From an optimization exercise on the open Yosys and OpenROAD flow, aimed at small area; shortcuts taken in it are not production practice. Where RTL was checked, it was by simulation tests only, not by an equivalence proof against the original. Power and IR drop assume default switching activity.

// rgb2YCbCr
module rgb2YCbCr #(
parameter pix_per_clock = 4,
parameter data_width    = 8
)
(
input wire clk_in,
input wire reset,
input wire [(data_width*pix_per_clock*3)-1:0] rdata,
input wire rlast,
output reg rready,
input wire ruser,
input wire rvalid,
output reg [(data_width*pix_per_clock*3)-1:0] tdata,
output reg tlast,
input wire tready,
output reg tuser,
output reg tvalid
);
reg [95:0] pix_d1, pix_d2;
reg [7:0] g_d3 [0:3];
reg [8:0] u_d3 [0:3];
reg [8:0] v_d3 [0:3];
always @(posedge clk_in) begin
    pix_d1 <= rdata;
    pix_d2 <= pix_d1;
end
genvar i;
generate for (i = 0; i < 4; i = i + 1) begin : px
    wire [7:0] r = pix_d2[24*i+16 +: 8];
    wire [7:0] g = pix_d2[24*i+8  +: 8];
    wire [7:0] b = pix_d2[24*i    +: 8];
    wire [7:0] gn = ~g;
    wire [8:0] u, v;
    wire [7:0] y, cb, cr;
    rgb2ycc_diff_u du (.a(r), .g(g), .gn(gn), .d(u));
    rgb2ycc_diff_v dv (.a(b), .g(g), .gn(gn), .d(v));
    always @(posedge clk_in) begin
        g_d3[i] <= g;
        u_d3[i] <= u;
        v_d3[i] <= v;
    end
    rgb2ycc_sum cs (.g(g_d3[i]), .u(u_d3[i]), .v(v_d3[i]), .y(y), .cb(cb), .cr(cr));
    always @(posedge clk_in)
        tdata[24*i +: 24] <= {cr, cb, y};
end endgenerate
reg rlast_d1, rlast_d2, rlast_d3;
reg ruser_d1, ruser_d2, ruser_d3;
reg rvalid_d1, rvalid_d2, rvalid_d3;
always @(posedge clk_in) begin
    rlast_d1  <= rlast;  rlast_d2  <= rlast_d1;  rlast_d3  <= rlast_d2;  tlast  <= rlast_d3;
    ruser_d1  <= ruser;  ruser_d2  <= ruser_d1;  ruser_d3  <= ruser_d2;  tuser  <= ruser_d3;
    rvalid_d1 <= rvalid; rvalid_d2 <= rvalid_d1; rvalid_d3 <= rvalid_d2; tvalid <= rvalid_d3;
    rready    <= tready;
end
endmodule
Settings: LEC_CHECK=0, CAP_MARGIN=20, CORE_MARGIN=2, CORE_UTILIZATION=75, SLEW_MARGIN=20, SYNTH_HIERARCHICAL=1, SYNTH_MINIMUM_KEEP_SIZE=0; clock period 5.0 ns.
standard.sh (not shown) runs the stock make flow with config.mk's settings and CLKGATE_MAP_FILE= SYNTH_SCRIPT=/design/flow/synth_recipe.tcl, a recipe that flattens the netlist after the stock synthesis.
==> flow/flow/run.sh <==
#!/bin/bash
# Standard layout (the standard.sh, unchanged synthesis and floorplan) with two
# knobs passed through the environment:
#  - ports are buffered with the smallest buffer (buf_1) instead of the default choice;
#  - clock tree synthesis uses clkbuf_8 on clusters of up to 20 sinks and adds no dummy loads.
set -euo pipefail
cd "$(dirname "$0")/.."
export BUFFER_PORTS_ARGS="-buffer_cell sky130_fd_sc_hd__buf_1"
export CTS_ARGS="-sink_clustering_enable -repair_clock_nets -dont_use_dummy_load -sink_clustering_size 20 -sink_clustering_max_diameter 60 -buf_list sky130_fd_sc_hd__clkbuf_8"
bash standard.sh > standard.log 2>&1
Edit:
==> flow/run.sh (new file) <==
#!/bin/bash
# synth_recipe.tcl (not shown) runs the flow's synth.tcl, then flattens the netlist and writes it again
# the make line also repeats each setting of config.mk as NAME=value (left out here)
make -C /OpenROAD-flow-scripts/flow DESIGN_CONFIG=/design/flow/config.mk WORK_HOME=/design/flow/orfs CLKGATE_MAP_FILE= SYNTH_SCRIPT=/design/flow/synth_recipe.tcl finish
- CORE_UTILIZATION: 75 -> 40
- CTS_BUF_LIST: default -> sky130_fd_sc_hd__clkbuf_4
- CTS_CLUSTER_SIZE: default -> 30
removed: flow/flow/run.sh
removed: flow/standard.sh
After rerunning:
- total power came out higher by 15%
- utilization went down by 33 points
- wire length grows by 6.8%
- global-route usage falls by 10 points
- non-clock buffer count climbs by 4
- register-to-register slack barely changes
- worst setup slack is better by 0.0035 ns
- cell count goes up by 25%
- maximum frequency is about the same
Edit:
==> flow/flow/run.sh (new file) <==
#!/bin/bash
# Standard layout (the standard.sh, unchanged synthesis and floorplan) with two
# knobs passed through the environment:
#  - ports are buffered with the smallest buffer (buf_1) instead of the default choice;
#  - clock tree synthesis uses clkbuf_8 on clusters of up to 20 sinks and adds no dummy loads.
set -euo pipefail
cd "$(dirname "$0")/.."
export BUFFER_PORTS_ARGS="-buffer_cell sky130_fd_sc_hd__buf_1"
export CTS_ARGS="-sink_clustering_enable -repair_clock_nets -dont_use_dummy_load -sink_clustering_size 20 -sink_clustering_max_diameter 60 -buf_list sky130_fd_sc_hd__clkbuf_8"
bash standard.sh > standard.log 2>&1
==> flow/standard.sh (new file) <==
#!/bin/bash
# synth_recipe.tcl (not shown) runs the flow's synth.tcl, then flattens the netlist and writes it again
# the make line also repeats each setting of config.mk as NAME=value (left out here)
make -C /OpenROAD-flow-scripts/flow DESIGN_CONFIG=/design/flow/config.mk WORK_HOME=/design/flow/orfs CLKGATE_MAP_FILE= SYNTH_SCRIPT=/design/flow/synth_recipe.tcl "${@:-finish}"
- CORE_UTILIZATION: 40 -> 60
- CTS_BUF_LIST: sky130_fd_sc_hd__clkbuf_4 -> default
- CTS_CLUSTER_SIZE: 30 -> default
removed: flow/run.sh
=>
- design area shrinks by 11%
- hold slack improved by 0.0077 ns
- setup slack improved by 0.016 ns

========
Another version of the RTL of rgb2YCbCr (not shown whole).
Size: about 1300 cells after synthesis, about 410 flip-flops, roughly 200 I/O pins.
clock: 5.0 ns
lec_check: 0
cap_margin: 20
core_margin: 2
core_utilization: 75
slew_margin: 20
synth_hierarchical: 1
synth_minimum_keep_size: 0
==> flow/flow/run.sh <==
#!/bin/bash
# Standard layout (the standard.sh, unchanged synthesis and floorplan) with two
# knobs passed through the environment:
#  - ports are buffered with the smallest buffer (buf_1) instead of the default choice;
#  - clock tree synthesis uses clkbuf_4 on clusters of up to 10 sinks and adds no dummy loads.
set -euo pipefail
cd "$(dirname "$0")/.."
export BUFFER_PORTS_ARGS="-buffer_cell sky130_fd_sc_hd__buf_1"
export GPL_KEEP_OVERFLOW=0.3
export CTS_ARGS="-sink_clustering_enable -repair_clock_nets -dont_use_dummy_load -sink_clustering_size 10 -sink_clustering_max_diameter 40 -buf_list sky130_fd_sc_hd__clkbuf_4"
bash standard.sh > standard.log 2>&1
Next try:
--- a/flow/flow/run.sh
+++ b/flow/flow/run.sh
@@ -9 +8,0 @@
-export GPL_KEEP_OVERFLOW=0.3
- CORE_UTILIZATION: 75 -> 70
Total power decreases by 0.96%.
Routed wire length came out lower by 3.2%.
Sequential share of layout area goes up by 0.14 points.
Sequential power stays flat.
Cell area decreases by 0.37%.
Next try:
- CORE_UTILIZATION: 70 -> 85
- The changed run reached the layout checks and failed them: setup timing
- area after synthesis stays the same
- power went up by 14%
- global-route usage went up by 19 points
- combinational power went up by 24%
- via count went up by 23%
- final area is about the same
- utilization went up by 17 points
Next try:
- CORE_UTILIZATION: 85 -> 75
The new run passed the timing, design-rule and antenna checks; register-to-register slack gains 360 ps; via count shrinks by 17%; critical path depth stays the same; utilization went down by 12 points.

========
rgb2YCbCr, a different RTL version from the one above (not shown whole).
Size in the first run: ~1,300 cells after synthesis, ~410 flip-flops, about 200 I/O pins, ~0.019 mm² of cells after synthesis.
export LEC_CHECK = 0
export CAP_MARGIN = 20
export CORE_MARGIN = 2
export CORE_UTILIZATION = 60
export SLEW_MARGIN = 20
export SYNTH_HIERARCHICAL = 1
export SYNTH_MINIMUM_KEEP_SIZE = 0
create_clock -name core_clock -period 5.0 [get_ports {clk_in}]
==> flow/flow/run.sh <==
#!/bin/bash
# Standard layout (the standard.sh, unchanged synthesis and floorplan) with two
# knobs passed through the environment:
#  - ports are buffered with the smallest buffer (buf_1) instead of the default choice;
#  - clock tree synthesis uses clkbuf_8 on clusters of up to 20 sinks and adds no dummy loads.
set -euo pipefail
cd "$(dirname "$0")/.."
export BUFFER_PORTS_ARGS="-buffer_cell sky130_fd_sc_hd__buf_1"
export CTS_ARGS="-sink_clustering_enable -repair_clock_nets -dont_use_dummy_load -sink_clustering_size 20 -sink_clustering_max_diameter 60 -buf_list sky130_fd_sc_hd__clkbuf_8"
bash standard.sh > standard.log 2>&1
Edit:
GPL_TIMING_DRIVEN = 0   (was default)
Via count is higher by 2.5%.
Design area grows by 2.0%.
Power increases by 15%.
Sequential power rises by about 2%.
Routed wire length is lower by 0.86%.
Register-to-register slack degrades by 0.08 ns.
Worst setup slack degrades by 0.079 ns.
Die area does not change.
Global-route usage drops by 0.58 points.
First-iteration DRC count climbs by 38%.
No functional check of the RTL was part of any run of this note.

========
Setup of run 1:
RTL: one of the versions met above, not the one the previous note started from.
For scale: about 410 flip-flops, roughly 200 I/O pins, roughly 19000 um^2 of cells after synthesis.
// rgb2YCbCr
module rgb2YCbCr #(
parameter pix_per_clock = 4,
parameter data_width    = 8
)
(
input wire clk_in,
input wire reset,
input wire [(data_width*pix_per_clock*3)-1:0] rdata,
input wire rlast,
output reg rready,
input wire ruser,
input wire rvalid,
output reg [(data_width*pix_per_clock*3)-1:0] tdata,
output reg tlast,
input wire tready,
output reg tuser,
output reg tvalid
);
Settings: LEC_CHECK=0, CAP_MARGIN=20, CORE_MARGIN=2, CORE_UTILIZATION=60, PLACE_DENSITY=0.75, SLEW_MARGIN=20, SYNTH_HIERARCHICAL=1, SYNTH_MINIMUM_KEEP_SIZE=0; clock period 5.0 ns.
Scripts as last shown in full above: flow/flow/run.sh
Modified inputs, run 2 compared to run 1
Settings: PLACE_DENSITY removed (was 0.75); CORE_UTILIZATION changed from 60 to 40.
==> flow/flow/run.sh <==
#!/bin/bash
# Standard layout (the standard.sh, unchanged synthesis and floorplan) with two
# knobs passed through the environment:
#  - ports are buffered with the smallest buffer (buf_1) instead of the default choice;
#  - clock tree synthesis clusters more sinks per buffer and adds no dummy loads.
set -euo pipefail
cd "$(dirname "$0")/.."
export BUFFER_PORTS_ARGS="-buffer_cell sky130_fd_sc_hd__buf_1"
export CTS_ARGS="-sink_clustering_enable -repair_clock_nets -dont_use_dummy_load -sink_clustering_size 30 -buf_list sky130_fd_sc_hd__clkbuf_4"
bash standard.sh > standard.log 2>&1
Findings:
- Summary: final critical-path setup slack, run 2 better than run 1
- Compared with run 1, run 2 shows a lower switching part of the total power.
- Any difference in reported sequential group power between run 2 and run 1 is small enough to ignore.
- Comparing run 2 and run 1, the higher global-route usage is on run 1.
- Comparing run 2 against run 1, there is no change at all in total nets after synthesis.
- Against run 1 as the reference, run 2 delivers a higher clock power.
- Between run 2 and run 1, the count of clock-buffer cells in the layout is lower for run 1.
- Run comparison: run 1 beginning of the critical path g_d3[0][5]$_DFF_P_; run 2 beginning of the critical path g_d3[1][3]$_DFF_P_
The inputs of run 3 differ from those of run 2 as listed below.
Settings: swapping 40 for 75 in CORE_UTILIZATION.
==> flow/flow/run.sh <==
#!/bin/bash
# Standard layout (the standard.sh, unchanged synthesis and floorplan) with two
# knobs passed through the environment:
#  - ports are buffered with the smallest buffer (buf_1) instead of the default choice;
#  - clock tree synthesis uses clkbuf_8 on clusters of up to 20 sinks and adds no dummy loads.
set -euo pipefail
cd "$(dirname "$0")/.."
export BUFFER_PORTS_ARGS="-buffer_cell sky130_fd_sc_hd__buf_1"
export CTS_ARGS="-sink_clustering_enable -repair_clock_nets -dont_use_dummy_load -sink_clustering_size 10 -sink_clustering_max_diameter 40 -buf_list sky130_fd_sc_hd__clkbuf_4"
bash standard.sh > standard.log 2>&1
### Flow results
Routed wire length on met3 for run 3: 26% down relative to run 2. Sort run 2 and run 3 by routed wire length desc -> top: run 2. Compared run 3 vs run 2, and area growth from synthesis to layout is down in run 3. [run 3] sequential share of layout area rose 1.4 points relative to run 2. Lower slack of the critical path among run 2 and run 3: run 3. [compare] base=run 2 new=run 3: global-route wire length before repair fell by 2.4 mm; count of placed standard cells in the final layout, fillers left out decreased by 335 relative to the old numbers; via count dropped 45.
Setup changes, run 3 to run 4
Settings: a change of CORE_UTILIZATION from 75 to 40.
==> flow/flow/run.sh <==
#!/bin/bash
# Standard layout (the standard.sh, unchanged synthesis and floorplan) with two
# knobs passed through the environment:
#  - ports are buffered with the smallest buffer (buf_1) instead of the default choice;
#  - clock tree synthesis clusters more sinks per buffer and adds no dummy loads.
set -euo pipefail
cd "$(dirname "$0")/.."
export BUFFER_PORTS_ARGS="-buffer_cell sky130_fd_sc_hd__buf_1"
export CTS_ARGS="-sink_clustering_enable -repair_clock_nets -dont_use_dummy_load -sink_clustering_size 20 -sink_clustering_max_diameter 60 -buf_list {sky130_fd_sc_hd__clkbuf_4 sky130_fd_sc_hd__clkbuf_8}"
bash standard.sh > standard.log 2>&1
### Flow results
Per the final summary, run 4 finished and its layout is clean on timing, DRC and antenna.
Worst reg-to-reg path cell count (lower): run 3
Comparing run 3 and run 4, the higher post-synthesis to final-layout area growth was measured on run 4.
Diff run 3..run 4 | fraction of registers with async set or reset after synthesis | unchanged
On minimum period implied by the final worst setup slack: between run 3 and run 4, it ends up lower for run 4.
Relative to run 3, routing usage on met1 has gone down in run 4.
The higher setup slack came out of run 4.
[compare] base=run 3 new=run 4: non-clock buffer total of the final layout climbed 2.8%; total of cells resized after clock tree synthesis fell 8.
Between run 3 and run 4, the final-layout non-clock buffer area share figures differ only marginally.

========
== run A ==
Starting RTL as in the previous note.
Design rgb2YCbCr, start of the top module:
module rgb2YCbCr #(
parameter pix_per_clock = 4,
parameter data_width    = 8
)
(
input wire clk_in,
input wire reset,
input wire [(data_width*pix_per_clock*3)-1:0] rdata,
input wire rlast,
output reg rready,
input wire ruser,
input wire rvalid,
output reg [(data_width*pix_per_clock*3)-1:0] tdata,
output reg tlast,
input wire tready,
output reg tuser,
output reg tvalid
);
export LEC_CHECK = 0
export CAP_MARGIN = 20
export CORE_MARGIN = 2
export CORE_UTILIZATION = 75
export SLEW_MARGIN = 20
export SYNTH_HIERARCHICAL = 1
export SYNTH_MINIMUM_KEEP_SIZE = 0
create_clock -name core_clock -period 5.0 [get_ports {clk_in}]
==> flow/flow/run.sh <==
#!/bin/bash
# Standard layout (the standard.sh, unchanged synthesis and floorplan) with two
# knobs passed through the environment:
#  - ports are buffered with the smallest buffer (buf_1) instead of the default choice;
#  - clock tree synthesis uses clkbuf_8 on clusters of up to 20 sinks and adds no dummy loads.
set -euo pipefail
cd "$(dirname "$0")/.."
export BUFFER_PORTS_ARGS="-buffer_cell sky130_fd_sc_hd__buf_1"
export CTS_ARGS="-sink_clustering_enable -repair_clock_nets -dont_use_dummy_load -sink_clustering_size 12 -sink_clustering_max_diameter 45 -buf_list sky130_fd_sc_hd__clkbuf_4"
bash standard.sh > standard.log 2>&1
What run B does differently from run A at the input level:
- changing CORE_UTILIZATION from 75 to 60
--- a/flow/flow/run.sh
+++ b/flow/flow/run.sh
@@ -7,4 +7,4 @@
 cd "$(dirname "$0")/.."
 export BUFFER_PORTS_ARGS="-buffer_cell sky130_fd_sc_hd__buf_1"
-export CTS_ARGS="-sink_clustering_enable -repair_clock_nets -dont_use_dummy_load -sink_clustering_size 12 -sink_clustering_max_diameter 45 -buf_list sky130_fd_sc_hd__clkbuf_4"
+export CTS_ARGS="-sink_clustering_enable -repair_clock_nets -dont_use_dummy_load -sink_clustering_size 10 -sink_clustering_max_diameter 40 -buf_list sky130_fd_sc_hd__clkbuf_4"
 bash standard.sh > standard.log 2>&1
Findings:
Compared with run A, in run B non-clock buffer count in the final layout shows a reduction of 1; clock tree cell share of total cell area shows an increase of 0.36 points. Delta (run B minus run A): utilization went down by 16 points; total of clock buffers placed in the layout went up by 10. The power in the clock group reported for run B is greater than that of run A by about 10%. For fill cell instance count of the final layout, dividing the value from run A by the value from run B gives 0.60. The run with more routed wire is run A, not run B. Compared with run A, run B shows a met3 routing resource usage after global routing that is 0.17 points lower.
## Diff of input files: run C against run B
- CORE_UTILIZATION changed from 60 to 40
==> flow/flow/run.sh <==
#!/bin/bash
# Standard layout (the standard.sh, unchanged synthesis and floorplan) with two
# knobs passed through the environment:
#  - ports are buffered with the smallest buffer (buf_1) instead of the default choice;
#  - clock tree synthesis clusters more sinks per buffer and adds no dummy loads.
set -euo pipefail
cd "$(dirname "$0")/.."
export BUFFER_PORTS_ARGS="-buffer_cell sky130_fd_sc_hd__buf_1"
export GPL_KEEP_OVERFLOW=0
export CTS_ARGS="-sink_clustering_enable -repair_clock_nets -dont_use_dummy_load -sink_clustering_size 20 -sink_clustering_max_diameter 60 -buf_list sky130_fd_sc_hd__clkbuf_8"
bash standard.sh > standard.log 2>&1
[summary]
First-pass GRT wire length: run C and run B compared, lower one is run B. Compared with run B, standard cell area after detailed placement in run C decreased slightly. Headroom to the max-slew limit, run C and run B, higher one = run C. The register-to-register slack of run C and that of run B are within noise of each other. Looking at critical path startpoint, the u_d3[2][4] result is from run C; the g_d3[3][2] one comes from run B. Per the comparison of run C with run B, met1 usage in global routing saw a decrease, maximum clock frequency saw little to no change. Run C reports its most common cell after layout, fill and taps aside as sky130_fd_sc_hd__fa_1 while run B reports sky130_fd_sc_hd__dfxtp_1. Summary of the comparison: share of total power in the clock network is higher in run C, relative to run B. Total power of run C is higher than that of run B.
Input changes introduced in run D (baseline for comparison: run C):
- a change of CORE_UTILIZATION from 40 to 60
## What came out
Run D finished end to end and its layout was clean on timing, DRC and antenna. The die used by run D is smaller than the one used by run C. Run D reports its start point of the critical path as u_d3[1][5] while run C reports u_d3[2][4]. Compared with run C, via count in run D decreased by a few percent. Higher worst stage delay on the critical path among run D and run C: run D. NOTE: post-layout worst setup margin in run D exceeds that of run C. Final design instance area without fill ended up 480 um2 lower on run D than on run C.

## re-timing with driven ports
How much do the figures lean on ideal ports? The routed layouts below were timed once more, with nothing changed but the port constraints.
Step 1 assumes that a clkbuf_16 drives the clock port and a buf_2 every other input.
Step 2 adds t to the input delays and takes it off the output delays; t is the mean of the earliest and latest rising clock arrival at the registers after step 1. Input paths then give back, and output paths get back, about the clock's delay inside the block.
Slacks: ideal ports / drivers / drivers and shift; pairs: ideal ports / drivers.
run	t, ns	slack for setup (ns)	clock arrival spread, ns	slew at the worst register clock pin (ns)	worst slew at a driven data input, ns
the first run of note 1	0.613	0.141 / 0.141 / 0.141	0.041 / 0.041	0.11 / 0.11	0.09
the second run of note 1	0.880	0.144 / 0.144 / 0.144	0.079 / 0.080	0.08 / 0.08	0.09
the third run of note 1	0.645	0.160 / 0.160 / 0.160	0.085 / 0.085	0.11 / 0.11	0.11
the first run of note 2	0.674	0.139 / 0.139 / 0.139	0.066 / 0.066	0.10 / 0.10	0.09
the second run of note 2	0.686	0.142 / 0.142 / 0.142	0.072 / 0.071	0.10 / 0.10	0.08
the third run of note 2	0.716	-0.189 / -0.189 / -0.189	0.081 / 0.080	0.12 / 0.12	0.12
the fourth run of note 2	0.716	0.174 / 0.174 / 0.174	0.048 / 0.048	0.11 / 0.11	0.09
the first run of note 3	0.622	0.210 / 0.210 / 0.210	0.068 / 0.068	0.11 / 0.11	0.09
the second run of note 3	0.620	0.130 / 0.130 / 0.130	0.065 / 0.064	0.11 / 0.11	0.10
run 1	0.627	0.131 / 0.131 / 0.131	0.066 / 0.066	0.11 / 0.11	0.07
run 2	0.810	0.152 / 0.152 / 0.152	0.081 / 0.082	0.06 / 0.06	0.06
run 3	0.681	0.120 / 0.120 / 0.120	0.064 / 0.065	0.10 / 0.10	0.09
run 4	0.665	0.155 / 0.155 / 0.155	0.075 / 0.076	0.11 / 0.11	0.06
run A	0.663	0.122 / 0.122 / 0.122	0.054 / 0.054	0.12 / 0.12	0.09
run B	0.772	0.120 / 0.120 / 0.120	0.075 / 0.075	0.10 / 0.10	0.11
run C	0.662	0.134 / 0.134 / 0.134	0.065 / 0.066	0.11 / 0.11	0.05
run D	0.633	0.140 / 0.140 / 0.140	0.051 / 0.051	0.11 / 0.11	0.07
